This design comes from an exercise in tuning for small area and a short achievable clock period on the open sky130 flow, not from production work.
RTL that was checked went through simulation tests only; none was proved equivalent to the original.
For runs 1 to 5, only the layout was checked, not whether the RTL still works.
No activity file was given, so power comes from the tool's default toggle rates.

$ cat run.sh
#!/bin/bash
# synth_recipe.tcl (not shown) runs the flow's synth.tcl, then flattens the netlist and writes it again
# the make line also repeats each setting of config.mk as NAME=value (left out here)
make -C /OpenROAD-flow-scripts/flow DESIGN_CONFIG=/design/flow/config.mk WORK_HOME=/design/flow/orfs CLKGATE_MAP_FILE= SYNTH_SCRIPT=/design/flow/synth_recipe.tcl finish
$ cat design.v
module fp_add (
  input  logic        clk,
  input  logic        rst,
  input  logic        in_vld,
  input  logic [31:0] a,
  input  logic [31:0] b,
  output logic        sum_vld,
  output logic [31:0] sum
);
  localparam bit CUT1 = 1;   
  localparam bit CUT2 = 1;   
  localparam bit CUT3 = 1;   
  localparam bit CUT4 = 1;   
  localparam bit CUT5 = 1;   
  function automatic logic lt31(input logic [30:0] xa, input logic [30:0] ya);
    logic [31:0] g, e;
    integer w, i;
    g = {1'b0, ~xa & ya};
    e = {1'b1, ~(xa ^ ya)};
    for (w = 1; w < 32; w = w * 2)
      for (i = 0; i + w < 32; i = i + 2 * w) begin
        g[i] = g[i + w] | (e[i + w] & g[i]);
        e[i] = e[i + w] & e[i];
      end
    lt31 = g[0];
  endfunction
  function automatic logic [24:0] psum25(input logic [24:0] gi, input logic [24:0] pi,
                                         input logic ci);
    logic [25:0] g, p;
    integer w, i;
    g = {gi, ci};
    p = {pi, 1'b0};
    for (w = 1; w < 26; w = w * 2)
      for (i = 25; i >= 0; i--)
        if ((i / w) % 2 == 1) begin
          g[i] = g[i] | (p[i] & g[(i / w) * w - 1]);
          p[i] = p[i] & p[(i / w) * w - 1];
        end
    psum25 = pi ^ g[24:0];
  endfunction
  logic        swap;
  logic [31:0] x, y;
  logic [7:0]  dd;
  logic        sub;
  logic [8:0]  dab, dba;
  assign swap = lt31(a[30:0], b[30:0]);
  assign x    = swap ? b : a;
  assign y    = swap ? a : b;
  assign dab  = {1'b0, a[30:23]} - {1'b0, b[30:23]};
  assign dba  = {1'b0, b[30:23]} - {1'b0, a[30:23]};
  assign dd   = dab[8] ? dba[7:0] : dab[7:0];
  assign sub  = a[31] ^ b[31];
  logic        v1, s1, sub1, far1;
  logic [7:0]  e1;
  logic [22:0] mx1, my1;
  logic [4:0]  d1;
  if (CUT1) begin : g_cut1
    always_ff @(posedge clk) begin
      if (rst) v1 <= 1'b0;
      else     v1 <= in_vld;
      s1   <= x[31];
      e1   <= x[30:23];
      mx1  <= x[22:0];
      my1  <= y[22:0];
      d1   <= dd[4:0];
      far1 <= dd[7:5] != 3'd0;
      sub1 <= sub;
    end
  end else begin : g_nocut1
    assign v1   = in_vld;
    assign s1   = x[31];
    assign e1   = x[30:23];
    assign mx1  = x[22:0];
    assign my1  = y[22:0];
    assign d1   = dd[4:0];
    assign far1 = dd[7:5] != 3'd0;
    assign sub1 = sub;
  end
  logic [23:0] ys;
  logic [24:0] yo, gg, pp;
  assign ys = far1 ? 24'd0 : ({1'b1, my1} >> d1);
  assign yo = {1'b0, ys} ^ {25{sub1}};
  assign gg = {2'b01, mx1} & yo;
  assign pp = {2'b01, mx1} ^ yo;
  logic        v2, s2, c2;
  logic [7:0]  e2;
  logic [24:0] g2, p2;
  if (CUT2) begin : g_cut2
    always_ff @(posedge clk) begin
      if (rst) v2 <= 1'b0;
      else     v2 <= v1;
      s2 <= s1;
      e2 <= e1;
      g2 <= gg;
      p2 <= pp;
      c2 <= sub1;
    end
  end else begin : g_nocut2
    assign v2 = v1;
    assign s2 = s1;
    assign e2 = e1;
    assign g2 = gg;
    assign p2 = pp;
    assign c2 = sub1;
  end
  logic [24:0] u;
  assign u = psum25(g2, p2, c2);
  logic        v3, s3;
  logic [7:0]  e3;
  logic [24:0] u3;
  if (CUT3) begin : g_cut3
    always_ff @(posedge clk) begin
      if (rst) v3 <= 1'b0;
      else     v3 <= v2;
      s3 <= s2;
      e3 <= e2;
      u3 <= u;
    end
  end else begin : g_nocut3
    assign v3 = v2;
    assign s3 = s2;
    assign e3 = e2;
    assign u3 = u;
  end
  logic [24:0] n1, n2, n3;
  logic [2:0]  lzh;
  logic [7:0]  eh;
  assign lzh[2] = u3[24:9] == 16'd0;
  assign n1     = lzh[2] ? {u3[8:0], 16'd0} : u3;
  assign lzh[1] = n1[24:17] == 8'd0;
  assign n2     = lzh[1] ? {n1[16:0], 8'd0} : n1;
  assign lzh[0] = n2[24:21] == 4'd0;
  assign n3     = lzh[0] ? {n2[20:0], 4'd0} : n2;
  assign eh     = e3 + 8'd1 - {3'd0, lzh, 2'd0};
  logic        v4, s4;
  logic [7:0]  e4;
  logic [24:0] n34;
  if (CUT4) begin : g_cut4
    always_ff @(posedge clk) begin
      if (rst) v4 <= 1'b0;
      else     v4 <= v3;
      s4  <= s3;
      e4  <= eh;
      n34 <= n3;
    end
  end else begin : g_nocut4
    assign v4  = v3;
    assign s4  = s3;
    assign e4  = eh;
    assign n34 = n3;
  end
  logic [24:0] n4, n5;
  logic [1:0]  lzl;
  assign lzl[1] = n34[24:23] == 2'd0;
  assign n4     = lzl[1] ? {n34[22:0], 2'd0} : n34;
  assign lzl[0] = !n4[24];
  assign n5     = lzl[0] ? {n4[23:0], 1'b0} : n4;
  logic        nz;
  logic [31:0] res;
  assign nz  = n5[24];
  assign res = {s4 & nz, (e4 - {6'd0, lzl}) & {8{nz}}, n5[23:1]};
  if (CUT5) begin : g_cut5
    always_ff @(posedge clk) begin
      if (rst) sum_vld <= 1'b0;
      else     sum_vld <= v4;
      sum <= res;
    end
  end else begin : g_nocut5
    assign sum_vld = v4;
    assign sum     = res;
  end
endmodule
$ cat constraint.sdc
create_clock -name core_clock -period 3.5 [get_ports {clk}]
set_input_delay 0.7000 -clock core_clock [delete_from_list [all_inputs] [get_ports {clk}]]
set_output_delay 0.7000 -clock core_clock [all_outputs]
set_load 0.01 [all_outputs]
$ cat config.mk
export PLATFORM = sky130hd
export DESIGN_NAME = fp_add
export DESIGN_NICKNAME = fp_add
export VERILOG_FILES = /design/flow/design.v
export SDC_FILE = /design/flow/constraint.sdc
export NUM_CORES = 4
export LEC_CHECK = 0
export CAP_MARGIN = 20
export CORE_MARGIN = 2
export CORE_UTILIZATION = 40
export PLACE_DENSITY = 0.6
export SETUP_SLACK_MARGIN = 0.7
export SLEW_MARGIN = 20
==> results of run 1 <==
power by group through the flow:
stage,registers [mW],logic [mW],clock network [mW]
5_1_grt,4.18,3.41,2.79
2_1_floorplan,3.89,2.06,0
3_3_place_gp,4.11,2.90,0
6_report,4.07,3.08,2.60
4_1_cts,4.06,3.05,2.66
3_5_place_dp,4.11,2.92,0
routing by layer:
metal	vias to the layer above	part of all wire	track usage
li1	3745	-	-
met1	3345	0.46	0.200
met2	158	0.48	0.272
met3	47	0.033	0.0207
met4	0	0.030	0.0513
met5	-	0	0
state kept, by name, summed over array words and instances (netlist names), 5 cells and up:
signal,flops
e4,8
p2,24
e1,8
d1,5
mx1,23
my1,23
n34,25
e2,8
e3,8
g2,24
sum,32
u3,25
synthesized netlist by cell type, types with 3 or more instances:
library cell	count
mux2_2	15
a211o_1	11
nand4_1	8
ha_1	78
fa_1	3
a31oi_1	4
buf_2	8
a311oi_1	3
mux4_2	14
buf_1	5
nor2b_1	20
a21oi_1	58
clkbuf_1	14
a221o_1	9
a211oi_1	12
dfxtp_1	225
and3_1	7
nand2_1	48
nor3_1	11
nor2_1	57
mux2i_1	63
buf_12	5
inv_1	64
xnor2_1	33
nor4_1	3
xor2_1	28
nand2b_1	9
inv_2	3
a21o_1	21
nand3_1	8
o21ai_0	28
o21bai_1	3
a2111oi_0	4
a221oi_1	3
o211ai_1	4
and2_1	4
o21a_1	6
mux2_4	42
final cells by class:
cell class              instances  share of cell area
clock inverters                 7             0.00689
flip-flops and latches        225               0.336
inverters                      68              0.0196
repair buffers                163               0.120
multi-input cells             648               0.431
well taps                     335              0.0312
clock buffers                  37              0.0559
kinds of logic (layout without fill, tap and decap cells):
kind of cell    count (synthesis)  after routing  synth area share
compound gates                185            185             0.118
xor+xnor                       61             61            0.0507
fa+ha+maj                      81             81            0.0983
buf+inv                       105            275            0.0535
flops                         225            225             0.427
mux                           134            134             0.166
simple gates                  187            187            0.0867
per-stage QoR:
step,instances,power [mW],utilization
floorplan,978,5.95,-
global placement,1410,7.00,0.463
detailed placement,1410,7.03,0.463
CTS,1477,9.78,0.512
global route,1483,10.4,0.517
finish,1483,9.75,0.517
worst paths after layout:
kind | endpoint | start | depth (start not counted) | slack, ps
max | e4[7]$_DFF_P_ | u3[14]$_DFF_P_ | 15 | 740
min | e3[2]$_DFF_P_ | e2[2]$_DFF_P_ | 0 | 330
max reg2reg | e4[7]$_DFF_P_ | u3[14]$_DFF_P_ | 15 | 740
min reg2reg | e3[2]$_DFF_P_ | e2[2]$_DFF_P_ | 0 | 330
timing repair:
| item | CTS | global route |
|---|---|---|
| endpoints found under the setup margin | 64 | 60 |
| buffers inserted | 19 | 6 |
| resized for setup | 79 | 39 |
| cloned | 4 | 0 |
| pin swaps | 22 | 25 |
==> impl_metrics.toml, run 1 <==
[timing]
hold_viol = 0
fin_skew_ps = 14.7
maxSlewViolCount = 0
slew_headroom = 0.344
fin_ws_ps = 744
setup_tns_ps = 0
rsz0062_at_grt = "true"
max_freq_mhz = 363
fin_crit_ps = 2760
worstMarginPinSlew_ps = 983
post-route-period-util = 0.787
holdWs_ps = 325
setup_viol = 0

[global_routing]
grt_max_degree = 30
overflow = 0
grt_usage = 0.156
grt_antenna_before_repair = 0
grt_pass1_vias = 7179
grt_pass1_wl_mm = 36.0

[floorplan]
start_util = 0.406
coreArea_mm2 = 0.0260
die-area_mm2 = 0.0277
die_w_um = 166
num_rows = 59
ios = 100
die_h_um = 166

[detailed_routing]
drt_iter0_drc = 355
dr.pass1.iters = 5
ant_nets = 0
wl_per_cell_um = 14.8
vias_per_cell = 4.92
vias = 7295
wl_mm = 21.9
drc = 0

[synthesis]
synth-seq-cells = 225
yosysTopAreaCellShare = 0.427
synth_area_leader_cell = "dfxtp_1"
synth_area_mm2 = 0.0105
synth_edf_count = 0
syn_area_per_cell_um2 = 10.8
synth.net_count = 1126
synth.area.top_cells = "dfxtp_1 (43%), ha_1 (9.3%), mux2i_1 (6.0%)"
synth_ff_type = "dfxtp_1"
synth-seq-area-share = 0.427
ys_types = 68
ys_warn_count = 1
syn_inst = 978
synthArstFlopShare = 0

[cts]
clk_path_buf_depth = 3
cts.sinks = 225
clkSlewWorstSetupHoldPaths_ps = 60
root_buffer = "clkbuf_16"
htree_num_levels = 1
cts_tree = "yes"
cts_buffers = 25
postCtsHoldBufs = 0
clk-insertion-delay-late_ps = 510

[setup_path]
crit_path_start_kind = "flip-flop"
cpLargestDelayFamily = "simple AND/OR/NAND/NOR gates"
critical_path.most_common_cell = "inv_2"
crit_fanout = 3
critPathBufInv = 3
cp_cell_sequence = "or3_4 > or3b_4 > o21ai_2 > nor2_2 > nor2_4 > inv_2 > ha_4 > inv_2 > ha_4 > inv_2 > a21o_1 > a21oi_2 > o21bai_1 > a21oi_1 > xnor2_1"
required_ps = 3930
cp_slowest_cell = "or3_4"
cp-end-kind = "flip-flop"
critPathKind = "flip-flop to flip-flop"
arrival_ps = 3190
slowest_delay_ps = 400

[power_and_ir_drop]
p_comb_frac = 0.316
p_sw_mw = 3.04
powerDensity_mw_per_mm2 = 726
netSwitchingFraction = 0.311
leakage_nw = 6.08
p_clk_frac = 0.267
peakVddDrop_mv = 0.500
p_int_mw = 6.71
power_frac_seq = 0.418

[finish]
multi_input_area_mm2 = 0.00578
syn_to_final_growth_pct = 27.5
diodes = 0
mostFrequentLayoutCells = "dfxtp_1 (218), ha_1 (64), mux2i_1 (63)"
final_cell_area_mm2 = 0.0134
num-fill-cells = 2321
final_common_cell = "dfxtp_1"
layout-drive-gt1-share = 0.217
nets = 1279
seq_area_mm2 = 0.00452

[status]
status = "finished clean"

[placement]
hpwlAfterDp_mm = 16.3
dpl-instance-area_mm2 = 0.0120
gp_congestion = 0.891
portBuffers = 99
preCtsSetupSlack_ps = -179

[run]
cap_violations = 0

[worst_hold_path]
hold_path_class = "flip-flop to flip-flop"
==> run 2, diff against run 1 <==
--- a/config.mk
+++ b/config.mk
@@ -9,5 +9,4 @@
 export CORE_MARGIN = 2
 export CORE_UTILIZATION = 40
 export PLACE_DENSITY = 0.6
-export SETUP_SLACK_MARGIN = 0.7
 export SLEW_MARGIN = 20
==> run 2 against run 1 <==
  * Still clean
  * Critical path depth stayed put
  * Die area stayed put
  * Synthesized area stayed put
  * Clock skew is 4.2 ps lower
  * Sequential share of layout area is 1.1 points higher
  * Power is 1.3% lower
  * First-iteration DRC count is 28% lower
  * Highest routed layer unchanged
==> impl_metrics.toml, run 2 <==
[run]
cap_violations = 0

[setup_path]
ff2ff_setup_slack_ps = 310
crit_path_start_kind = "flip-flop"
arrival_ps = 3620
r2r_start = "u3[13]$_DFF_P_"
crit_fanout = 10
required_ps = 3930
cp-end-kind = "flip-flop"
reg2regPathDepth = 15
worstReg2RegEnd = "e4[7]$_DFF_P_"
critPathKind = "flip-flop to flip-flop"

[timing]
slew_headroom = 0.369
max_freq_mhz = 313
hold_viol = 0
post-route-period-util = 0.912
fin_crit_ps = 3190
maxSlewViolCount = 0
worstMarginPinSlew_ps = 945
fin_skew_ps = 10.6
setup_viol = 0
setup_tns_ps = 0
rsz0062_at_grt = "false"
fin_ws_ps = 308

[detailed_routing]
drc = 0
wl_mm = 20.9
ant_nets = 0
drt_iter0_drc = 257
dr.pass1.iters = 5
vias_per_cell = 4.88
wl_per_cell_um = 14.2
vias = 7205

[synthesis]
syn_area_per_cell_um2 = 10.8
synth_area_leader_cell = "dfxtp_1"
synth-seq-cells = 225
synthArstFlopShare = 0
synth.net_count = 1126
synth.area.top_cells = "dfxtp_1 (43%), ha_1 (9.3%), mux2i_1 (6.0%)"
yosys.area_share.adder = 0.0983
synth_top_family_by_area = "multiplexers"
ys_warn_count = 1
yosysMostFrequentCell = "dfxtp_1"
ys_types = 68
synth_xor_xnor_area_share = 0.0507
yosysTopAreaCellShare = 0.427
synth_common_cells = "dfxtp_1 (225), ha_1 (78), inv_1 (64)"
synth_area_mm2 = 0.0105
synth-seq-area-share = 0.427
synthMuxAreaShare = 0.166
synth_compound_area_frac = 0.118
synth_edf_count = 0
synthSimpleGateAreaFrac = 0.0867
syn_inst = 978
synth_ff_type = "dfxtp_1"

[placement]
dp_cells = 1432
portBuffers = 99
gp_congestion = 0.930
dpl-instance-area_mm2 = 0.0121
preCtsSetupSlack_ps = -178
hpwlAfterDp_mm = 16.6

[power_and_ir_drop]
leakage_nw = 5.85
peakVddDrop_mv = 0.487
powerDensity_mw_per_mm2 = 740

[global_routing]
grt_pass1_wl_mm = 34.8
grt_usage = 0.149
grt_antenna_before_repair = 0
grt_pass1_vias = 7218
overflow = 0
grt_max_degree = 29

[floorplan]
die-area_mm2 = 0.0277
ios = 100
die_w_um = 166
coreArea_mm2 = 0.0260
start_util = 0.406
die_h_um = 166
num_rows = 59

[finish]
final_cell_area_mm2 = 0.0130
utilization = 0.500
nets = 1271
layout-drive-gt1-share = 0.161
largest-register = "sum"
mostFrequentLayoutCells = "dfxtp_1 (225), clkdlybuf4s50_1 (99), ha_1 (78)"
diodes = 0
fin_cells = 1475
final_common_cell = "dfxtp_1"
top_regs = "sum x32, n34 x25, u3 x25"
largest_reg_flops = 32
syn_to_final_growth_pct = 23.3

[cts]
clk-insertion-delay-late_ps = 510
root_buffer = "clkbuf_16"
cts.sinks = 225
cts_resized = 0
htree_num_levels = 1
postCtsHoldBufs = 0
clk_path_buf_depth = 3
clkSlewWorstSetupHoldPaths_ps = 60
cts_buffers = 24
cts_setup_buffers = 0
cts_tree = "yes"

[worst_hold_path]
min_to = "e3[7]$_DFF_P_"
hold_start = "e2[7]$_DFF_P_"
hold_depth = 0
hold_path_class = "flip-flop to flip-flop"

[status]
status = "finished clean"
==> run 2: changes by cell type in the layout (fill, tap and decap cells not counted), sizes merged, moves of 4 or more <==
| cell | delta |
|---|---|
| dlymetal6s2s | -11 |
| clkdlybuf4s50 | +45 |
| dlygate4sd2 | -25 |
| clkdlybuf4s15 | -4 |
| clkbuf | -8 |
| buf | -8 |
==> run 2: layout make-up <==
class | instances | area (um^2)
inverter | 68 | 255
tap | 335 | 419
clock inverter | 11 | 165
timing repair buffer | 156 | 1460
sequential | 225 | 4500
clock buffer | 32 | 692
multi-input combinational | 648 | 5500
fill | 2439 | 13000
==> run 2: logic make-up (layout without fill, tap and decap cells) <==
group | after synthesis | count (layout)
and+or+nand+nor | 187 | 187
AOI/OAI and AO/OA | 185 | 185
xor gates and xnor gates | 61 | 61
muxes | 134 | 134
buffers and inverters | 105 | 267
adders and majority gates | 81 | 81
DFF | 225 | 225
==> run 2: worst max-delay path, cell delays in order (launching register included) <==
cell and delay [ps]:
dfxtp_1 320, or3_1 420, or3b_1 450, o21ai_0 200, nor2_1 90, nor2_4 250
inv_2 70, ha_1 290, inv_1 60, ha_1 170, inv_1 50, a21o_1 150
a21oi_1 210, o21bai_1 90, a21oi_1 170, xnor2_1 130
==> run 2: power breakdown <==
group          internal, mW  switching (mW)
sequential             3.37           0.665
clock                  1.68           0.972
combinational          1.61            1.31
total                  6.67            2.95
==> run 2: metal layers <==
| metal | vias up | track usage | wire (um) |
|---|---|---|---|
| met1 | 3270 | 0.190 | 9630 |
| met4 | 0 | 0.0457 | 547 |
| li1 | 3727 | - | - |
| met2 | 160 | 0.262 | 9890 |
| met5 | - | 0 | 0 |
| met3 | 48 | 0.0226 | 865 |
==> run 2: metrics by stage <==
stage	power, mW	hold slack, ps
finish	9.62	326
global route	10.3	331
CTS	9.74	327
detailed placement	7.03	313
global placement	7.00	314
floorplan	5.91	310
==> run 2: how the worst max path moves through the flow <==
| stage | slack, ps | end | cells past startpoint | startpoint |
|---|---|---|---|---|
| 2_1_floorplan | 250 | sum[29]$_DFF_P_ | 11 | n34[23]$_DFF_P_ |
| 3_3_place_gp | -130 | mx1[1]$_DFF_P_ | 12 | a[27] |
| 3_5_place_dp | -180 | mx1[0]$_DFF_P_ | 12 | a[9] |
| 4_1_cts | 250 | e4[7]$_DFF_P_ | 15 | u3[9]$_DFF_P_ |
| 5_1_grt | 50 | e4[7]$_DFF_P_ | 15 | u3[13]$_DFF_P_ |
| 6_report | 310 | e4[7]$_DFF_P_ | 15 | u3[13]$_DFF_P_ |
==> run 3, diff against run 2 <==
--- a/config.mk
+++ b/config.mk
@@ -9,4 +9,5 @@
 export CORE_MARGIN = 2
 export CORE_UTILIZATION = 40
 export PLACE_DENSITY = 0.6
+export SETUP_SLACK_MARGIN = 1.4
 export SLEW_MARGIN = 20
==> run 3 against run 2 <==
  * Highest routed layer unchanged
  * Global-route usage is 1.4 points higher
  * Die area unchanged
  * Via count grew 7.3%
  * Flip-flop and latch count unchanged
  * Clock-buffer cell count is 3 higher
  * First-iteration DRC count grew 44%
  * Power up 6.8%
  * Final cell count up 5.4%
  * Fmax grew 18%
  * Combinational power up about 30%
  * Register-to-register slack better by 490 ps
==> impl_metrics.toml, run 3 <==
[cts]
cts.sinks = 225
clkSlewWorstSetupHoldPaths_ps = 60
htree_num_levels = 1
clk-insertion-delay-late_ps = 510
postCtsHoldBufs = 0
root_buffer = "clkbuf_16"
cts_tree = "yes"
clk_path_buf_depth = 3
cts_buffers = 25

[detailed_routing]
ant_nets = 0
wl_mm = 23.7
vias_per_cell = 4.97
drc = 0
drt_iter0_drc = 370
dr.pass1.iters = 5
vias = 7731
wl_per_cell_um = 15.3

[finish]
largest_reg_flops = 32
multi_input_area_mm2 = 0.00643
largest-register = "sum"
nets = 1350
seq_area_mm2 = 0.00454
final_common_cell = "dfxtp_1"
mostFrequentLayoutCells = "dfxtp_1 (208), buf_4 (92), ha_1 (50)"
num-fill-cells = 2232
top_regs = "sum x32, n34 x25, u3 x25"
syn_to_final_growth_pct = 39.2
layout-drive-gt1-share = 0.357
diodes = 0

[power_and_ir_drop]
power_frac_seq = 0.397
powerDensity_mw_per_mm2 = 701
power_mw = 10.3
p_sw_mw = 3.34
p_int_mw = 6.93
p_comb_frac = 0.371
peakVddDrop_mv = 0.519
p_clk_frac = 0.232
netSwitchingFraction = 0.325
leakage_nw = 6.49

[timing]
hold_viol = 0
slew_headroom = 0.437
maxSlewViolCount = 0
worstMarginPinSlew_ps = 838
rsz0062_at_grt = "true"
fin_crit_ps = 2700
holdWs_ps = 322
post-route-period-util = 0.773
fin_skew_ps = 10.2
setup_viol = 0
max_freq_mhz = 370

[setup_path]
reg2regPathDepth = 15
required_ps = 3930
crit_path_start_kind = "flip-flop"
worstReg2RegEnd = "e4[7]$_DFF_P_"
r2r_start = "u3[14]$_DFF_P_"
setup.worst_path.start = "u3[14]$_DFF_P_"
ff2ff_setup_slack_ps = 800
arrival_ps = 3130
critPathKind = "flip-flop to flip-flop"
cp-end-kind = "flip-flop"
crit_fanout = 2

[floorplan]
die-area_mm2 = 0.0277
coreArea_mm2 = 0.0260
start_util = 0.406
die_w_um = 166
die_h_um = 166
num_rows = 59
ios = 100

[synthesis]
yosysMostFrequentCell = "dfxtp_1"
synth_edf_count = 0
synth_common_cells = "dfxtp_1 (225), ha_1 (78), inv_1 (64)"
synth-seq-area-share = 0.427
synth-seq-cells = 225
synth_area_mm2 = 0.0105
synth_area_leader_cell = "dfxtp_1"
ys_warn_count = 1
syn_inst = 978
synth.net_count = 1126
synth_ff_type = "dfxtp_1"
syn_area_per_cell_um2 = 10.8
synthArstFlopShare = 0
ys_types = 68
synth.area.top_cells = "dfxtp_1 (43%), ha_1 (9.3%), mux2i_1 (6.0%)"
yosysTopAreaCellShare = 0.427

[placement]
hpwlAfterDp_mm = 16.2
gp_congestion = 0.909
portBuffers = 99

[global_routing]
grt_antenna_before_repair = 0
overflow = 0
grt_pass1_vias = 7745
grt_pass1_wl_mm = 38.0
grt_usage = 0.164
grt_max_degree = 29

[worst_hold_path]
min_to = "s3$_DFF_P_"
hold_path_class = "flip-flop to flip-flop"
hold_depth = 0
hold_start = "s2$_DFF_P_"

[status]
status = "finished clean"

[run]
cap_violations = 0
-- run 3: cell counts after synthesis --
No cell type changed its count.
-- run 3: how the worst max path moves through the flow --
| stage | to | slack [ps] | cells after the start |
|---|---|---|---|
| final | e4[7]$_DFF_P_ | 800 | 15 |
| after global routing | e4[7]$_DFF_P_ | 670 | 15 |
| after CTS | e4[7]$_DFF_P_ | 800 | 15 |
| after detailed placement | mx1[5]$_DFF_P_ | -110 | 12 |
| after global placement | mx1[1]$_DFF_P_ | -80 | 12 |
| after floorplan | e4[7]$_DFF_P_ | 650 | 16 |
-- run 3: final cells by class --
type,instances,share of cell area
tap,335,0.0286
multi-input combinational,649,0.438
sequential,225,0.310
inverter,68,0.0195
timing repair buffer,232,0.151
clock buffer,35,0.0459
timing repair inverter,1,0.000512
clock inverter,10,0.00580
-- run 3: through the flow --
step	setup TNS (ps)	instances	util	area, um^2	setup slack, ps
2_1_floorplan	0	978	-	10800	649
3_3_place_gp	-3200	1414	0.470	12200	-84.8
3_5_place_dp	-4090	1414	0.470	12200	-108
4_1_cts	0	1536	0.544	14100	800
5_1_grt	0	1555	0.564	14700	667
6_report	0	1555	0.564	14700	795
-- run 3: power by group through the flow --
stage | clock, mW | sequential, mW | combinational [mW]
finish | 2.39 | 4.08 | 3.81
global route | 2.57 | 4.17 | 4.18
CTS | 2.46 | 4.03 | 3.56
detailed placement | 0 | 4.08 | 3.00
global placement | 0 | 4.08 | 2.98
floorplan | 0 | 3.90 | 2.12
-- run 3: metal layers --
metal,vias to the layer above,GRT usage,share of wire
li1,3904,-,-
met1,3552,0.205,0.44
met2,208,0.286,0.48
met3,67,0.0257,0.042
met4,0,0.0577,0.035
met5,-,0,0
-- run 3: logic make-up after synthesis --
logic type,Yosys count,share of synthesized area
AND/OR/NAND/NOR,187,0.0867
XOR/XNOR,61,0.0507
adder cells (fa/ha/maj),81,0.0983
flip-flops,225,0.427
AO/OA/AOI/OAI,185,0.118
buffers and inverters,105,0.0535
multiplexers,134,0.166
-- run 3: timing repair --
| item | 4_1_cts | 5_1_grt |
|---|---|---|
| gates cloned | 7 | 0 |
| setup endpoints to repair | 137 | 119 |
| gates resized for setup | 242 | 108 |
| buffers inserted | 70 | 19 |
| pin swaps | 77 | 69 |
-- run 3: worst max-delay path, stage by stage (launching register included) --
cell and delay, ps:
dfxtp_2 320, or3_4 390, or3b_4 390, o21ai_2 130, nor2_2 70, nor2_4 150, inv_2 70, ha_4 220
inv_2 60, ha_4 130, inv_2 30, a21o_1 170, a21oi_2 130, o21bai_1 70, a21oi_1 160, xnor2_1 140
==> run 4, diff against run 3 <==
--- a/config.mk
+++ b/config.mk
@@ -9,5 +9,5 @@
 export CORE_MARGIN = 2
 export CORE_UTILIZATION = 40
 export PLACE_DENSITY = 0.6
-export SETUP_SLACK_MARGIN = 1.4
+export SETUP_SLACK_MARGIN = 1.0
 export SLEW_MARGIN = 20
==> run 4 against run 3 <==
  * Via count down 3.5%
  * Largest power group unchanged
  * Die area unchanged
  * Core utilization decreased by 3.6 points
  * Clock skew fell by 1.1 ps
  * Final cell count fell by 3.5%
  * Global-route usage down 0.92 points
  * Sequential share of layout area rose by 2.0 points
  * Non-clock buffer count is 52 lower
  * Power decreased by 4.0%
  * Clock-buffer cell count did not move
  * Sequential power barely moved
  * Wire length down 5.3%
==> impl_metrics.toml, run 4 <==
[status]
status = "finished clean"

[floorplan]
die_h_um = 166
start_util = 0.406
coreArea_mm2 = 0.0260
die-area_mm2 = 0.0277
die_w_um = 166
num_rows = 59
ios = 100

[synthesis]
ys_types = 68
synth_area_mm2 = 0.0105
synth.net_count = 1126
syn_area_per_cell_um2 = 10.8
syn_inst = 978
synth_area_leader_cell = "dfxtp_1"
synthArstFlopShare = 0
ys_warn_count = 1
yosysMostFrequentCell = "dfxtp_1"
synth-seq-cells = 225
synth-seq-area-share = 0.427
synth.area.top_cells = "dfxtp_1 (43%), ha_1 (9.3%), mux2i_1 (6.0%)"
synth_common_cells = "dfxtp_1 (225), ha_1 (78), inv_1 (64)"
yosysTopAreaCellShare = 0.427
synth_edf_count = 0
synth_ff_type = "dfxtp_1"

[finish]
final_cell_area_mm2 = 0.0137
mostFrequentLayoutCells = "dfxtp_1 (214), mux2i_1 (63), buf_4 (58)"
diodes = 0
largest-register = "sum"
syn_to_final_growth_pct = 30.4
final_common_cell = "dfxtp_1"
nets = 1296
num-fill-cells = 2293
fin_cells = 1501
top_regs = "sum x32, n34 x25, u3 x25"
layout-drive-gt1-share = 0.265
utilization = 0.529
largest_reg_flops = 32

[setup_path]
critPathKind = "flip-flop to flip-flop"
cp_slowest_cell = "or3_4"
slowest_delay_ps = 410
crit_fanout = 3
crit_path_start_kind = "flip-flop"
ff2ff_setup_slack_ps = 770
arrival_ps = 3160
cp-end-kind = "flip-flop"
cp_cell_sequence = "or3_4 > or3b_4 > o21ai_2 > nor2_2 > nor2_4 > inv_2 > ha_4 > inv_4 > ha_4 > inv_2 > a21o_1 > a21oi_2 > o21bai_1 > a21oi_1 > xnor2_1"
required_ps = 3930

[timing]
max_freq_mhz = 367
setup_viol = 0
maxSlewViolCount = 0
fin_skew_ps = 9.04
slew_headroom = 0.432
holdWs_ps = 322
fin_crit_ps = 2730
post-route-period-util = 0.779
rsz0062_at_grt = "true"
worstMarginPinSlew_ps = 845
hold_viol = 0

[detailed_routing]
wl_mm = 22.5
vias = 7461
drc = 0
wl_per_cell_um = 15.0
dr.pass1.iters = 4
vias_per_cell = 4.97
ant_nets = 0
drt_iter0_drc = 349

[global_routing]
grt.busiest_layer = "met2"
met1_usage = 0.197
grt_antenna_before_repair = 0
grtUsageMet3 = 0.0250
grt.met2_usage = 0.262
grt_usage = 0.155
grt_pass1_wl_mm = 35.8
grt_max_degree = 29
overflow = 0
grt_pass1_vias = 7422

[run]
cap_violations = 0

[placement]
dp_cells = 1417
portBuffers = 99
gp_congestion = 0.909
dpl-instance-area_mm2 = 0.0121
hpwlAfterDp_mm = 16.3

[worst_hold_path]
hold_path_class = "flip-flop to flip-flop"

[power_and_ir_drop]
powerDensity_mw_per_mm2 = 718
power_mw = 9.86
peakVddDrop_mv = 0.533
leakage_nw = 6.21

[cts]
clk_path_buf_depth = 3
cts_tree = "yes"
cts_buffers = 25
clkSlewWorstSetupHoldPaths_ps = 60
htree_num_levels = 1
clk-insertion-delay-late_ps = 510
cts.sinks = 225
root_buffer = "clkbuf_16"
run 4: cell types whose count changed in the layout (fill, tap and decap cells not counted), sizes merged:
cell / delta
clkdlybuf4s50: -2
clkdlybuf4s15: +2
dlygate4sd2: -12
bufinv: +1
a31oi: -1
clkbuf: +9
bufbuf: -1
inv: -1
dlymetal6s2s: +6
buf: -54
clkinv: -1
run 4: metrics by stage:
stage	setup WS (ps)	setup TNS, ps
finish	775	0
global route	679	0
CTS	812	0
detailed placement	-126	-4760
global placement	-79.8	-2920
floorplan	649	0
run 4: cell families (layout without fill, tap and decap cells):
kind of cell | after synthesis | in the layout | synth area share
AO/OA/AOI/OAI | 185 | 185 | 0.118
XOR/XNOR | 61 | 61 | 0.0507
multiplexers | 134 | 134 | 0.166
adder cells (fa/ha/maj) | 81 | 81 | 0.0983
flip-flops | 225 | 225 | 0.427
AND/OR/NAND/NOR | 187 | 187 | 0.0867
buffers and inverters | 105 | 293 | 0.0535
run 4: path summary, 6_finish.rpt:
| path | from | to | depth (start not counted) |
|---|---|---|---|
| worst min register to register | e1[5]$_DFF_P_ | e2[5]$_DFF_P_ | 0 |
| worst max-delay path | u3[13]$_DFF_P_ | e4[7]$_DFF_P_ | 15 |
| worst max register to register | u3[13]$_DFF_P_ | e4[7]$_DFF_P_ | 15 |
| worst min-delay path | e1[5]$_DFF_P_ | e2[5]$_DFF_P_ | 0 |
run 4: what timing repair did:
action | CTS | global route
resized for setup | 155 | 89
hold endpoints to repair | 0 | 0
setup buffers | 24 | 11
gates cloned | 2 | 2
hold buffers | 0 | 0
pin swaps | 38 | 35
endpoints found under the setup margin | 91 | 84
run 4: layer usage:
metal,share of wire,wire length [um]
met4,0.044,982
met5,0,0
met3,0.042,935
met1,0.45,10000
met2,0.47,10500
run 4: power breakdown:
part / total [mW] / internal (mW) / switching [mW]
clock: 2.53 / 1.54 / 0.992
combinational: 3.25 / 1.80 / 1.45
sequential: 4.08 / 3.39 / 0.686
total: 9.86 / 6.74 / 3.13
run 4: area by class of cell:
cell class | count | area (um^2) | area share
inverter | 68 | 274 | 0.0199
timing repair buffer | 180 | 1730 | 0.126
sequential | 225 | 4530 | 0.329
clock buffer | 35 | 703 | 0.0512
multi-input combinational | 648 | 5980 | 0.435
clock inverter | 10 | 105 | 0.00765
tap | 335 | 419 | 0.0305
run 4: critical path, delay by kind of cell (launching register included):
kind	cells	cell delay, ps
compound gates	5	660
xor+xnor	1	140
fa+ha+maj	2	350
buf+inv	3	150
flops	1	320
simple gates	4	1030
==> run 5, diff against run 4 <==
==> flow/run.sh (new file) <==
#!/bin/bash
# The standard layout, with the ports buffered by the smallest plain buffer
# (buf_1) instead of the delay buffer ORFS picks by default.
set -euo pipefail
bash standard.sh BUFFER_PORTS_ARGS="-buffer_cell sky130_fd_sc_hd__buf_1" finish > standard.log 2>&1
==> standard.sh (new file) <==
#!/bin/bash
# synth_recipe.tcl (not shown) runs the flow's synth.tcl, then flattens the netlist and writes it again
# the make line also repeats each setting of config.mk as NAME=value (left out here)
make -C /OpenROAD-flow-scripts/flow DESIGN_CONFIG=/design/flow/config.mk WORK_HOME=/design/flow/orfs CLKGATE_MAP_FILE= SYNTH_SCRIPT=/design/flow/synth_recipe.tcl "${@:-finish}"
--- a/config.mk
+++ b/config.mk
@@ -9,5 +9,5 @@
 export CORE_MARGIN = 2
 export CORE_UTILIZATION = 40
 export PLACE_DENSITY = 0.6
-export SETUP_SLACK_MARGIN = 1.0
+export SETUP_SLACK_MARGIN = 0.7
 export SLEW_MARGIN = 20
removed: run.sh
==> run 5 against run 4 <==
  * Still clean on timing, DRC and antenna
  * Via count shrank 4.9%
  * Sequential power is essentially flat
  * Worst hold slack gained 2.7 ps
  * Final cell count shrank 2.8%
  * Sequential share of layout area grew 3.4 points
  * Power shrank 5.0%
  * Die area is the same
==> impl_metrics.toml, run 5 <==
[status]
status = "finished clean"

[floorplan]
ios = 100
die_h_um = 166
die-area_mm2 = 0.0277
num_rows = 59
die_w_um = 166
start_util = 0.406
coreArea_mm2 = 0.0260

[detailed_routing]
top_layer = "met4"
dr.pass1.iters = 4
wl_met1_mm = 9.66
route.met3.wl_um = 833
vias_per_cell = 4.86
wl_mm = 20.7
ant_nets = 0
drc = 0
drt_iter0_drc = 409
route.met2.wl_mm = 9.62
vias = 7097
wl_per_cell_um = 14.2

[timing]
hold_viol = 0
holdWs_ps = 325
fin_skew_ps = 10.5
worstMarginPinSlew_ps = 901
maxSlewViolCount = 0
max_freq_mhz = 359
rsz0062_at_grt = "true"
post-route-period-util = 0.795
slew_headroom = 0.395
fin_ws_ps = 716
setup_tns_ps = 0
fin_crit_ps = 2780
setup_viol = 0

[finish]
seq_area_mm2 = 0.00451
top_regs = "sum x32, n34 x25, u3 x25"
final_cell_area_mm2 = 0.0124
multi_input_area_mm2 = 0.00563
num-fill-cells = 2447
utilization = 0.478
diodes = 0
layout-drive-gt1-share = 0.180
largest_reg_flops = 32
fin_cells = 1459
largest-register = "sum"
mostFrequentLayoutCells = "dfxtp_1 (217), buf_1 (96), ha_1 (72)"
nets = 1254
final_common_cell = "dfxtp_1"
syn_to_final_growth_pct = 17.9

[placement]
dp_cells = 1398
dpl-instance-area_mm2 = 0.0113
hpwlAfterDp_mm = 15.7
preCtsSetupSlack_ps = 135
gp_congestion = 0.891
portBuffers = 99

[setup_path]
worstReg2RegEnd = "e4[7]$_DFF_P_"
ff2ff_setup_slack_ps = 720
arrival_ps = 3230
reg2regPathDepth = 15
crit_path_start_kind = "flip-flop"
required_ps = 3940
r2r_start = "u3[14]$_DFF_P_"
crit_fanout = 3
critPathKind = "flip-flop to flip-flop"
cp-end-kind = "flip-flop"

[global_routing]
grt_pass1_wl_mm = 33.5
grt_pass1_vias = 6869
overflow = 0
grt_antenna_before_repair = 0
grt_max_degree = 30
grt_usage = 0.145

[worst_hold_path]
hold_depth = 0
min_to = "s3$_DFF_P_"
hold_path_class = "flip-flop to flip-flop"
hold_start = "s2$_DFF_P_"

[synthesis]
synth-seq-cells = 225
synth.net_count = 1126
synth_area_leader_cell = "dfxtp_1"
ys_types = 68
synth.area.top_cells = "dfxtp_1 (43%), ha_1 (9.3%), mux2i_1 (6.0%)"
synthArstFlopShare = 0
synth_ff_type = "dfxtp_1"
yosysMostFrequentCell = "dfxtp_1"
synth_common_cells = "dfxtp_1 (225), ha_1 (78), inv_1 (64)"
syn_inst = 978
synth_edf_count = 0
syn_area_per_cell_um2 = 10.8
ys_warn_count = 1
synth_area_mm2 = 0.0105
synth-seq-area-share = 0.427
yosysTopAreaCellShare = 0.427

[run]
cap_violations = 0

[cts]
clkSlewWorstSetupHoldPaths_ps = 60
cts_buffers = 24
cts.sinks = 225
cts_tree = "yes"
htree_num_levels = 1
clk-insertion-delay-late_ps = 520
root_buffer = "clkbuf_16"
clk_path_buf_depth = 3
postCtsHoldBufs = 0

[power_and_ir_drop]
peakVddDrop_mv = 0.430
leakage_nw = 5.52
power_mw = 9.37
powerDensity_mw_per_mm2 = 754
run 5: cell counts after synthesis:
No cell type changed its count.
run 5: cell families after synthesis:
group | share of synthesized area
DFF | 0.427
and+or+nand+nor | 0.0867
AOI/OAI and AO/OA | 0.118
muxes | 0.166
buffers and inverters | 0.0535
adders and majority gates | 0.0983
xor gates and xnor gates | 0.0507
run 5: worst max path at each step:
stage	start	end	slack (ps)	depth (start not counted)
after CTS	u3[5]$_DFF_P_	e4[7]$_DFF_P_	680	11
after global routing	u3[14]$_DFF_P_	e4[7]$_DFF_P_	590	15
after floorplan	u3[15]$_DFF_P_	e4[7]$_DFF_P_	650	16
after global placement	a[9]	s1$_DFF_P_	180	12
after detailed placement	a[9]	s1$_DFF_P_	130	12
final	u3[14]$_DFF_P_	e4[7]$_DFF_P_	720	15
run 5: metal layers:
layer  track usage  vias up
met5             0        -
met4        0.0506        0
met3        0.0238       46
met2         0.240      158
met1         0.191     3193
li1              -     3700
run 5: what timing repair did:
item	in CTS	in global routing
gates resized for setup	3	25
setup endpoints to repair	10	25
cloned	0	2
pin swaps	1	13
buffers inserted	1	14
run 5: cell type report:
cell class | count | area share
multi-input combinational | 648 | 0.454
sequential | 225 | 0.363
timing repair buffer | 139 | 0.0605
clock buffer | 34 | 0.0579
tap | 335 | 0.0337
inverter | 68 | 0.0217
clock inverter | 10 | 0.00917
run 5: worst max-delay path, cell delays in order, from the launching register on:
cell and delay (ps):
dfxtp_2 320, or3_4 390, or3b_4 390, o21ai_2 160, nor2_2 70, nor2_4 150
inv_2 70, ha_4 230, inv_4 50, ha_4 120, inv_2 30, a21o_1 180
a21oi_2 160, o21bai_1 70, a21oi_1 170, xnor2_1 130
run 5: power breakdown:
group | internal (mW) | switching (mW) | total (mW) | leakage (nW)
combinational | 1.38 | 1.33 | 2.71 | 3.21
sequential | 3.38 | 0.686 | 4.07 | 1.89
clock | 1.58 | 1.00 | 2.58 | 0.411
total | 6.34 | 3.02 | 9.37 | 5.52
==> run 6, diff against run 5 <==
--- a/design.v
+++ b/design.v
@@ -59,7 +59,7 @@
       if (rst) v1 <= 1'b0;
       else     v1 <= in_vld;
       s1   <= x[31];
-      e1   <= x[30:23];
+      e1   <= dab[8] ? b[30:23] : a[30:23];
       mx1  <= x[22:0];
       my1  <= y[22:0];
       d1   <= dd[4:0];
@@ -69,7 +69,7 @@
   end else begin : g_nocut1
     assign v1   = in_vld;
     assign s1   = x[31];
-    assign e1   = x[30:23];
+    assign e1   = dab[8] ? b[30:23] : a[30:23];
     assign mx1  = x[22:0];
     assign my1  = y[22:0];
     assign d1   = dd[4:0];
@@ -124,30 +124,31 @@
   end
   logic [24:0] n1, n2, n3;
   logic [2:0]  lzh;
-  logic [7:0]  eh;
   assign lzh[2] = u3[24:9] == 16'd0;
   assign n1     = lzh[2] ? {u3[8:0], 16'd0} : u3;
   assign lzh[1] = n1[24:17] == 8'd0;
   assign n2     = lzh[1] ? {n1[16:0], 8'd0} : n1;
   assign lzh[0] = n2[24:21] == 4'd0;
   assign n3     = lzh[0] ? {n2[20:0], 4'd0} : n2;
-  assign eh     = e3 + 8'd1 - {3'd0, lzh, 2'd0};
   logic        v4, s4;
   logic [7:0]  e4;
+  logic [2:0]  lzh4;
   logic [24:0] n34;
   if (CUT4) begin : g_cut4
     always_ff @(posedge clk) begin
       if (rst) v4 <= 1'b0;
       else     v4 <= v3;
       s4  <= s3;
-      e4  <= eh;
-      n34 <= n3;
+      e4   <= e3 + 8'd1;
+      lzh4 <= lzh;
+      n34  <= n3;
     end
   end else begin : g_nocut4
     assign v4  = v3;
     assign s4  = s3;
-    assign e4  = eh;
-    assign n34 = n3;
+    assign e4   = e3 + 8'd1;
+    assign lzh4 = lzh;
+    assign n34  = n3;
   end
   logic [24:0] n4, n5;
   logic [1:0]  lzl;
@@ -158,7 +159,7 @@
   logic        nz;
   logic [31:0] res;
   assign nz  = n5[24];
-  assign res = {s4 & nz, (e4 - {6'd0, lzl}) & {8{nz}}, n5[23:1]};
+  assign res = {s4 & nz, (e4 - {3'd0, lzh4, lzl}) & {8{nz}}, n5[23:1]};
   if (CUT5) begin : g_cut5
     always_ff @(posedge clk) begin
       if (rst) sum_vld <= 1'b0;
==> run 6 against run 5 <==
  * Via count is 2.2% higher
  * Critical path depth is 9 lower
  * Synthesized cell count is 3.6% higher
  * Critical path type unchanged
  * Largest cell class unchanged
  * Largest power group unchanged
  * Highest routed layer unchanged
==> impl_metrics.toml, run 6 <==
[status]
status = "finished clean"

[worst_hold_path]
hold_path_class = "flip-flop to flip-flop"

[timing]
slew_headroom = 0.533
rsz0062_at_grt = "false"
worstMarginPinSlew_ps = 700
fin_crit_ps = 2640
max_freq_mhz = 379
fin_skew_ps = 14.5
setup_tns_ps = 0
holdWs_ps = 325
post-route-period-util = 0.753
setup_viol = 0
hold_viol = 0
maxSlewViolCount = 0

[setup_path]
cp_cell_sequence = "or4_1 > or2_0 > a21oi_2 > mux2_1 > mux2i_1 > o21ai_1"
ff2ff_setup_slack_ps = 860
crit_fanout = 8
slowest_delay_ps = 690
arrival_ps = 3020
required_ps = 3890
critPathKind = "flip-flop to flip-flop"
cp_slowest_cell = "or4_1"
critPathBufInv = 0
cp-end-kind = "flip-flop"
crit_path_start_kind = "flip-flop"
cpLargestDelayFamily = "simple AND/OR/NAND/NOR gates"

[cts]
clk_path_buf_depth = 3
cts_setup_buffers = 0
htree_num_levels = 1
root_buffer = "clkbuf_16"
clk-insertion-delay-late_ps = 520
cts_tree = "yes"
cts_buffers = 24
cts.sinks = 228
clkSlewWorstSetupHoldPaths_ps = 60

[finish]
multi_input_area_mm2 = 0.00541
layout-drive-gt1-share = 0.132
largest_reg_flops = 32
diodes = 0
final_common_cell = "dfxtp_1"
largest-register = "sum"
num-fill-cells = 2519
syn_to_final_growth_pct = 15.0
mostFrequentLayoutCells = "dfxtp_1 (226), buf_1 (99), ha_1 (72)"
seq_area_mm2 = 0.00457
top_regs = "sum x32, n34 x25, u3 x25"
nets = 1254

[synthesis]
yosysMostFrequentCell = "dfxtp_1"
ys_types = 70
synth_area_mm2 = 0.0104
synth-seq-area-share = 0.438
synth_ff_type = "dfxtp_1"
synthArstFlopShare = 0
synth_area_leader_cell = "dfxtp_1"
synth_edf_count = 0
yosysTopAreaCellShare = 0.438
syn_inst = 1013
syn_area_per_cell_um2 = 10.3
ys_warn_count = 1
synth-seq-cells = 228
synth.area.top_cells = "dfxtp_1 (44%), ha_1 (8.7%), mux2_2 (6.9%)"
synth.net_count = 1155
synth_common_cells = "dfxtp_1 (228), ha_1 (72), inv_1 (64), mux2_2 (64), mux2i_1 (60)"

[floorplan]
die_h_um = 165
die-area_mm2 = 0.0273
die_w_um = 165
num_rows = 59
coreArea_mm2 = 0.0258
start_util = 0.403
ios = 100

[global_routing]
grt_pass1_wl_mm = 34.9
overflow = 0
grt_max_degree = 31
grt_antenna_before_repair = 0
grt_pass1_vias = 7044
grt_usage = 0.158

[power_and_ir_drop]
peakVddDrop_mv = 0.514
leakage_nw = 5.06
powerDensity_mw_per_mm2 = 764

[detailed_routing]
wl_mm = 21.3
drt_iter0_drc = 392
dr.pass1.iters = 5
drc = 0
vias = 7250
ant_nets = 0
vias_per_cell = 4.95
wl_per_cell_um = 14.6

[placement]
portBuffers = 99
hpwlAfterDp_mm = 16.7
gp_congestion = 0.959

[run]
cap_violations = 0
==> run 6: cell types whose count changed after synthesis, sizes merged, moves of 7 or more <==
cell    previous run  this run
or3                1         8
a211o             11         3
nand2             48        58
a221o              9         1
a22oi              2        19
o211ai             4        12
o21ai             29        43
a211oi            12         2
nor3              11        19
mux2              57        65
==> run 6: timing repair <==
item	CTS	global route
setup endpoints to repair	2	3
resized for setup	1	2
cloned	0	0
hold buffers	0	0
==> run 6: area by class of cell <==
type,count,area share
tap,335,0.0350
timing repair buffer,113,0.0407
clock inverter,12,0.0132
sequential,228,0.382
inverter,67,0.0216
clock buffer,31,0.0557
multi-input combinational,678,0.452
==> run 6: logic make-up (layout without fill, tap and decap cells) <==
logic type      count (synthesis)  in the layout  share of synthesized area
flops                         228            228                      0.438
simple gates                  218            218                      0.104
xor+xnor                       54             54                     0.0454
compound gates                193            193                      0.120
fa+ha+maj                      75             75                     0.0923
buf+inv                       107            223                     0.0435
mux                           138            138                      0.156
==> run 6: worst register-to-register path: cells and delay by family (launching register included) <==
| kind | cells | cell delay, ps |
|---|---|---|
| compound gates | 2 | 500 |
| flops | 1 | 320 |
| mux | 2 | 620 |
| simple gates | 2 | 1080 |
==> run 6: path summary, 6_finish.rpt <==
check / startpoint / to / cells past startpoint
hold reg to reg: e2[5]$_DFF_P_ / e3[5]$_DFF_P_ / 0
setup reg to reg: u3[21]$_DFF_P_ / n34[12]$_DFF_P_ / 6
setup / recovery: u3[21]$_DFF_P_ / n34[12]$_DFF_P_ / 6
hold / removal: e2[5]$_DFF_P_ / e3[5]$_DFF_P_ / 0
==> run 6: layer usage <==
metal,GRT usage,up-vias,wire [um]
met5,0,-,0
met4,0.0596,0,676
met2,0.262,164,9800
li1,-,3775,-
met3,0.0252,45,944
met1,0.206,3266,9900
==> run 6: metrics by stage <==
stage	util	instances	area, um^2	worst slack [ps]	total power [mW]
global placement	0.431	1420	11100	393	6.60
CTS	0.463	1463	12000	740	9.24
finish	0.463	1464	12000	863	9.14
global route	0.463	1464	12000	760	9.76
floorplan	-	1013	10400	726	5.83
detailed placement	0.431	1420	11100	355	6.64
==> run 6: report_power, final <==
group	total [mW]	switching, mW	internal [mW]
Combinational	2.57	1.35	1.22
Sequential	4.00	0.611	3.39
Clock	2.57	1.00	1.57
==> run 7, diff against run 6 <==
==> run.sh (new file) <==
#!/bin/bash
# synth_recipe.tcl (not shown) runs the flow's synth.tcl, then flattens the netlist and writes it again
# the make line also repeats each setting of config.mk as NAME=value (left out here)
make -C /OpenROAD-flow-scripts/flow DESIGN_CONFIG=/design/flow/config.mk WORK_HOME=/design/flow/orfs CLKGATE_MAP_FILE= SYNTH_SCRIPT=/design/flow/synth_recipe.tcl finish
removed: flow/run.sh
removed: standard.sh
==> run 7 against run 6 <==
  * Critical path type is now input port to flip-flop
  * Final cell count up 0.89%
  * Flip-flop and latch count unchanged
  * Synthesized cell count unchanged
  * Still clean on timing, DRC and antenna
  * Global-route usage up 0.75 points
  * Largest cell class unchanged
  * Power up 5.4%
  * Largest power group unchanged
  * Non-clock buffer count up 10
  * Fmax down 3.0%
  * Worst hold slack worse by 1.1 ps
  * Via count up 1.8%
  * Design area up 7.1%
  * Combinational power up 13%
  * Sequential share of layout area down 2.5 points
==> impl_metrics.toml, run 7 <==
[detailed_routing]
vias = 7382
dr.pass1.iters = 4
ant_nets = 0
drt_iter0_drc = 261
wl_per_cell_um = 15.0
wl_mm = 22.2
drc = 0
vias_per_cell = 5.00

[finish]
top_regs = "sum x32, n34 x25, u3 x25"
utilization = 0.496
largest_reg_flops = 32
final_common_cell = "dfxtp_1"
diodes = 0
mostFrequentLayoutCells = "dfxtp_1 (226), clkdlybuf4s50_1 (99), ha_1 (68)"
syn_to_final_growth_pct = 23.2
nets = 1266
layout-drive-gt1-share = 0.154
final_cell_area_mm2 = 0.0128
fin_cells = 1477
largest-register = "sum"

[timing]
fin_crit_ps = 2720
fin_skew_ps = 9.01
rsz0062_at_grt = "false"
hold_viol = 0
holdWs_ps = 324
slew_headroom = 0.515
setup_viol = 0
max_freq_mhz = 368
setup_tns_ps = 0
maxSlewViolCount = 0
worstMarginPinSlew_ps = 727
post-route-period-util = 0.777

[worst_hold_path]
hold_depth = 0
hold_start = "e1[0]$_DFF_P_"
min_to = "e2[0]$_DFF_P_"
hold_path_class = "flip-flop to flip-flop"

[synthesis]
syn_area_per_cell_um2 = 10.3
synth_edf_count = 0
synth-seq-cells = 228
ys_types = 70
synth.net_count = 1155
yosysMostFrequentCell = "dfxtp_1"
synth-seq-area-share = 0.438
synth.area.top_cells = "dfxtp_1 (44%), ha_1 (8.7%), mux2_2 (6.9%)"
synth_common_cells = "dfxtp_1 (228), ha_1 (72), inv_1 (64), mux2_2 (64), mux2i_1 (60)"
synthArstFlopShare = 0
synth_ff_type = "dfxtp_1"
ys_warn_count = 1
yosysTopAreaCellShare = 0.438
synth_area_mm2 = 0.0104
synth_area_leader_cell = "dfxtp_1"
syn_inst = 1013

[floorplan]
die_w_um = 165
die_h_um = 165
start_util = 0.403
die-area_mm2 = 0.0273
num_rows = 59
ios = 100
coreArea_mm2 = 0.0258

[setup_path]
critPathKind = "input port to flip-flop"
required_ps = 3910
reg2regPathDepth = 6
cp-end-kind = "flip-flop"
crit_path_start_kind = "input port"
r2r_start = "u3[21]$_DFF_P_"
crit_fanout = 18
ff2ff_setup_slack_ps = 840
worstReg2RegEnd = "n34[12]$_DFF_P_"
arrival_ps = 3130

[global_routing]
grt_pass1_vias = 7126
grt_antenna_before_repair = 0
grt_pass1_wl_mm = 36.0
grt_max_degree = 26
grt_usage = 0.165
overflow = 0

[cts]
clkSlewWorstSetupHoldPaths_ps = 60
cts_tree = "yes"
root_buffer = "clkbuf_16"
htree_num_levels = 1
cts.sinks = 228
cts_buffers = 26
clk-insertion-delay-late_ps = 530
clk_path_buf_depth = 3
postCtsHoldBufs = 0

[placement]
hpwlAfterDp_mm = 17.2
gp_congestion = 0.924
portBuffers = 99
dp_cells = 1426
dpl-instance-area_mm2 = 0.0118

[power_and_ir_drop]
powerDensity_mw_per_mm2 = 751
peakVddDrop_mv = 0.516
leakage_nw = 5.43

[run]
cap_violations = 0

[status]
status = "finished clean"
-- run 7: power by group --
group	internal, mW	switching [mW]
clock network	1.68	1.04
logic	1.53	1.37
registers	3.39	0.622
total	6.59	3.04
-- run 7: kinds of logic after synthesis --
kind of cell / after synthesis / share of synthesized area
XOR/XNOR: 54 / 0.0454
AO/OA/AOI/OAI: 193 / 0.120
multiplexers: 138 / 0.156
adder cells (fa/ha/maj): 75 / 0.0923
buffers and inverters: 107 / 0.0435
AND/OR/NAND/NOR: 218 / 0.104
flip-flops: 228 / 0.438
-- run 7: metrics by stage --
stage | power [mW] | setup slack, ps
after detailed placement | 6.94 | 11.0
final | 9.63 | 782
after global placement | 6.92 | 51.7
after global routing | 10.3 | 673
after floorplan | 5.83 | 726
after CTS | 9.73 | 702
-- run 7: how the worst max path moves through the flow --
stage	start	end	slack, ps	cells after the start
after floorplan	n34[23]$_DFF_P_	sum[29]$_DFF_P_	730	14
after global placement	a[23]	mx1[21]$_DFF_P_	50	10
after detailed placement	a[23]	mx1[12]$_DFF_P_	10	10
after CTS	d1[1]$_DFF_P_	p2[4]$_DFF_P_	700	7
after global routing	a[27]	mx1[18]$_DFF_P_	670	12
final	a[26]	mx1[4]$_DFF_P_	780	12
-- run 7: worst max-delay path, stage by stage --
cell	delay, ps
clkdlybuf4s50_1	510
inv_1	70
ha_2	380
nand3_2	120
nor3_2	230
buf_4	170
o21ai_0	80
o21bai_1	230
a31oi_4	60
buf_4	160
buf_12	140
mux2_2	270
-- run 7: what timing repair did --
| action | CTS | global route |
|---|---|---|
| buffers inserted | 2 | 2 |
| pin swaps | 0 | 1 |
| cloned | 1 | 0 |
| resized for setup | 6 | 15 |
| setup endpoints to repair | 49 | 54 |
-- run 7: routing by layer --
| metal | vias to the layer above | part of all wire | wire, um | global-route usage |
|---|---|---|---|---|
| met5 | - | 0 | 0 | 0 |
| met4 | 0 | 0.022 | 495 | 0.0513 |
| met3 | 38 | 0.041 | 902 | 0.0270 |
| met2 | 139 | 0.48 | 10700 | 0.284 |
| met1 | 3404 | 0.45 | 10100 | 0.213 |
| li1 | 3801 | - | - | - |
-- run 7: layout make-up --
cell class	instances	area, um^2
Timing Repair Buffer	123	1220
Tap cell	335	419
Clock buffer	34	721
Multi-Input combinational cell	678	5480
Sequential cell	228	4570
Fill cell	2432	13000
Clock inverter	12	158
Inverter	67	259
==> run 8, diff against run 7 <==
==> flow/run.sh (new file) <==
#!/bin/bash
# The standard layout, with the ports buffered by the smallest plain buffer
# (buf_1) instead of the delay buffer ORFS picks by default.
set -euo pipefail
bash standard.sh BUFFER_PORTS_ARGS="-buffer_cell sky130_fd_sc_hd__buf_1" finish > standard.log 2>&1
==> standard.sh (new file) <==
#!/bin/bash
# synth_recipe.tcl (not shown) runs the flow's synth.tcl, then flattens the netlist and writes it again
# the make line also repeats each setting of config.mk as NAME=value (left out here)
make -C /OpenROAD-flow-scripts/flow DESIGN_CONFIG=/design/flow/config.mk WORK_HOME=/design/flow/orfs CLKGATE_MAP_FILE= SYNTH_SCRIPT=/design/flow/synth_recipe.tcl "${@:-finish}"
--- a/config.mk
+++ b/config.mk
@@ -5,9 +5,13 @@
 export SDC_FILE = /design/flow/constraint.sdc
 export NUM_CORES = 4
 export LEC_CHECK = 0
+export ABC_AREA = 1
 export CAP_MARGIN = 20
 export CORE_MARGIN = 2
 export CORE_UTILIZATION = 40
+export CTS_BUF_LIST = sky130_fd_sc_hd__clkbuf_4 sky130_fd_sc_hd__clkbuf_8
+export CTS_CLUSTER_DIAMETER = 50
+export CTS_CLUSTER_SIZE = 16
 export PLACE_DENSITY = 0.6
-export SETUP_SLACK_MARGIN = 0.7
+export SETUP_SLACK_MARGIN = 1.5
 export SLEW_MARGIN = 20
removed: run.sh
==> run 8 against run 7 <==
  * Power shrank 3.0%
  * Clock skew grew 13 ps
  * Combinational power up 24%
  * First-iteration DRC count is 66% higher
  * Core utilization grew 1.2 points
  * Setup slack better by 610 ps
  * Critical path type is now flip-flop to flip-flop
==> impl_metrics.toml, run 8 <==
[status]
status = "finished clean"

[cts]
clkSlewWorstSetupHoldPaths_ps = 90
cts_buffers = 25
htree_num_levels = 1
cts_tree = "yes"
cts.sinks = 228
postCtsHoldBufs = 0
root_buffer = "clkbuf_8"
clk-insertion-delay-late_ps = 570
clk_path_buf_depth = 3

[worst_hold_path]
hold_depth = 0
hold_start = "e1[7]$_DFF_P_"
min_to = "e2[7]$_DFF_P_"
hold_path_class = "flip-flop to flip-flop"

[finish]
final_cell_area_mm2 = 0.0133
utilization = 0.509
num-fill-cells = 2567
largest_reg_flops = 32
syn_to_final_growth_pct = 24.4
largest-register = "sum"
mostFrequentLayoutCells = "nand2_1 (374), dfxtp_1 (209), inv_1 (122)"
top_regs = "sum x32, n34 x25, u3 x25"
diodes = 0
nets = 1684
final_common_cell = "nand2_1"
layout-drive-gt1-share = 0.194

[power_and_ir_drop]
peakVddDrop_mv = 0.275
leakage_nw = 6.28
power_mw = 9.35
powerDensity_mw_per_mm2 = 703

[setup_path]
cp_slowest_cell = "dfxtp_4"
ff2ff_setup_slack_ps = 1390
worst-path-stages = 12
r2r_start = "d1[0]$_DFF_P_"
cp_cell_sequence = "buf_12 > buf_8 > nand2_4 > nand2_4 > o21ai_4 > nand2_2 > o21ai_2 > or2_1 > a21oi_2 > nand2_1 > xor2_1 > ha_2"
cp-end-kind = "flip-flop"
worstReg2RegEnd = "p2[3]$_DFF_P_"
crit_fanout = 7
critical_path.most_common_cell = "nand2_4"
crit_path_start_kind = "flip-flop"
required_ps = 3960
cpLargestDelayFamily = "simple AND/OR/NAND/NOR gates"
arrival_ps = 2570
reg2regPathDepth = 12
critPathBufInv = 2
slowest_delay_ps = 440
critPathKind = "flip-flop to flip-flop"

[floorplan]
die_h_um = 167
coreArea_mm2 = 0.0261
die-area_mm2 = 0.0280
num_rows = 59
die_w_um = 167
ios = 100
start_util = 0.409

[global_routing]
grt_max_degree = 48
grt.busiest_layer = "met2"
grt.met2_usage = 0.308
met1_usage = 0.211
overflow = 0
grt_usage = 0.172
grtUsageMet3 = 0.0241
grt_antenna_before_repair = 0
grt_pass1_wl_mm = 40.2
grt_pass1_vias = 8549

[synthesis]
synthArstFlopShare = 0
synth-seq-area-share = 0.427
synth_edf_count = 0
synth.net_count = 1542
syn_inst = 1400
synth-seq-cells = 228
ys_types = 45
synth_area_leader_cell = "dfxtp_1"
ys_warn_count = 1
yosysTopAreaCellShare = 0.427
synth_ff_type = "dfxtp_1"
synth_area_mm2 = 0.0107
synth.area.top_cells = "dfxtp_1 (43%), nand2_1 (14%), ha_1 (8.4%)"
yosysMostFrequentCell = "nand2_1"
synth_common_cells = "nand2_1 (412), dfxtp_1 (228), inv_1 (132)"
syn_area_per_cell_um2 = 7.63

[timing]
post-route-period-util = 0.603
maxSlewViolCount = 0
fin_crit_ps = 2110
slew_headroom = 0.651
fin_skew_ps = 22.5
rsz0062_at_grt = "true"
setup_tns_ps = 0
setup_viol = 0
max_freq_mhz = 474
holdWs_ps = 328
worstMarginPinSlew_ps = 523
hold_viol = 0

[detailed_routing]
vias_per_cell = 4.84
wl_per_cell_um = 13.4
vias = 9164
ant_nets = 0
dr.pass1.iters = 16
drc = 0
wl_mm = 25.3
drt_iter0_drc = 434

[run]
cap_violations = 0

[placement]
dpl-instance-area_mm2 = 0.0114
gp_congestion = 0.923
hpwlAfterDp_mm = 17.9
portBuffers = 99
-- run 8: changes by cell type after synthesis, moves of 18 or more --
cell,before,now
nor2_1,50,77
inv_1,64,132
o21ai_0,41,72
nor2b_1,18,0
nand3_1,14,110
xnor2_1,30,9
o21ai_1,2,31
mux2_2,64,0
mux2i_1,60,20
nand2_1,58,412
-- run 8: cells by family after synthesis --
family	count (synthesis)	synth area share
flops	228	0.427
fa+ha+maj	75	0.0899
compound gates	191	0.0971
xor+xnor	50	0.0410
buf+inv	191	0.0706
mux	20	0.0187
simple gates	645	0.256
-- run 8: repair_timing --
item | 4_1_cts | 5_1_grt
gates cloned | 13 | 4
setup buffers | 13 | 28
pin swaps | 22 | 67
endpoints found under the setup margin | 138 | 121
gates resized for setup | 88 | 156
-- run 8: final cells by class --
class | instances | area, um^2 | share of cell area
Inverter | 140 | 558 | 0.0420
Tap cell | 335 | 419 | 0.0315
Clock inverter | 16 | 144 | 0.0108
Clock buffer | 29 | 387 | 0.0291
Multi-Input combinational cell | 989 | 6120 | 0.460
Timing Repair Buffer | 155 | 1040 | 0.0785
Timing Repair inverter | 3 | 20.0 | 0.00151
Sequential cell | 228 | 4600 | 0.346
-- run 8: worst max path at each step --
stage	startpoint	endpoint
final	d1[0]$_DFF_P_	p2[3]$_DFF_P_
after global routing	u3[13]$_DFF_P_	n34[18]$_DFF_P_
after CTS	d1[0]$_DFF_P_	p2[3]$_DFF_P_
after detailed placement	a[23]	far1$_DFF_P_
after global placement	a[23]	far1$_DFF_P_
after floorplan	a[23]	far1$_DFF_P_
-- run 8: stage by stage --
stage	std cells	setup WS, ps
global route	1895	1320
detailed placement	1792	620
CTS	1863	1440
finish	1895	1390
floorplan	1400	1340
global placement	1792	639
-- run 8: where the power goes --
part / internal [mW] / leakage (nW) / switching (mW)
clock: 0.799 / 0.269 / 1.01
combinational: 1.49 / 4.09 / 2.11
sequential: 3.43 / 1.92 / 0.505
-- run 8: metal layers --
metal	vias up	wire [um]
li1	4780	-
met1	4108	11000
met2	212	12500
met3	64	897
met4	0	901
met5	-	0

port drivers added, routing unchanged:
Ports are ideal in the flow. The routed layouts listed here were re-timed in OpenROAD.
Step 1: set_driving_cell puts a clkbuf_16 on clk and a buf_2 on each other input, an assumption about the parent block.
Step 2 times the ports against the registers' clock, not the clock port: input delays grow and output delays shrink by t, the midpoint of the rising clock arrivals with the driver on.
a / b / c = no drivers / after step 1 / after step 2; a / b = the first two.
run | shift t [ns] | setup WS [ns] | hold slack, ns
run 1 | 0.549 | 0.744 / 0.744 / 0.223 | 0.325 / 0.325 / 0.325
run 2 | 0.549 | 0.308 / 0.308 / -0.163 | 0.326 / 0.326 / 0.326
run 3 | 0.546 | 0.795 / 0.795 / 0.361 | 0.322 / 0.322 / 0.322
run 4 | 0.555 | 0.775 / 0.775 / 0.355 | 0.322 / 0.322 / 0.322
run 5 | 0.557 | 0.716 / 0.716 / 0.229 | 0.325 / 0.325 / 0.325
run 6 | 0.556 | 0.863 / 0.863 / 0.402 | 0.325 / 0.325 / 0.325
run 7 | 0.573 | 0.782 / 0.809 / 0.235 | 0.324 / 0.324 / 0.324
run 8 | 0.594 | 1.389 / 1.389 / 0.991 | 0.328 / 0.319 / 0.328
Met with ideal ports but missed after step 2: setup timing in run 2. For run 7, which loses most, drivers alone change the setup slack by +0.027 ns; drivers and shift together by -0.547 ns.
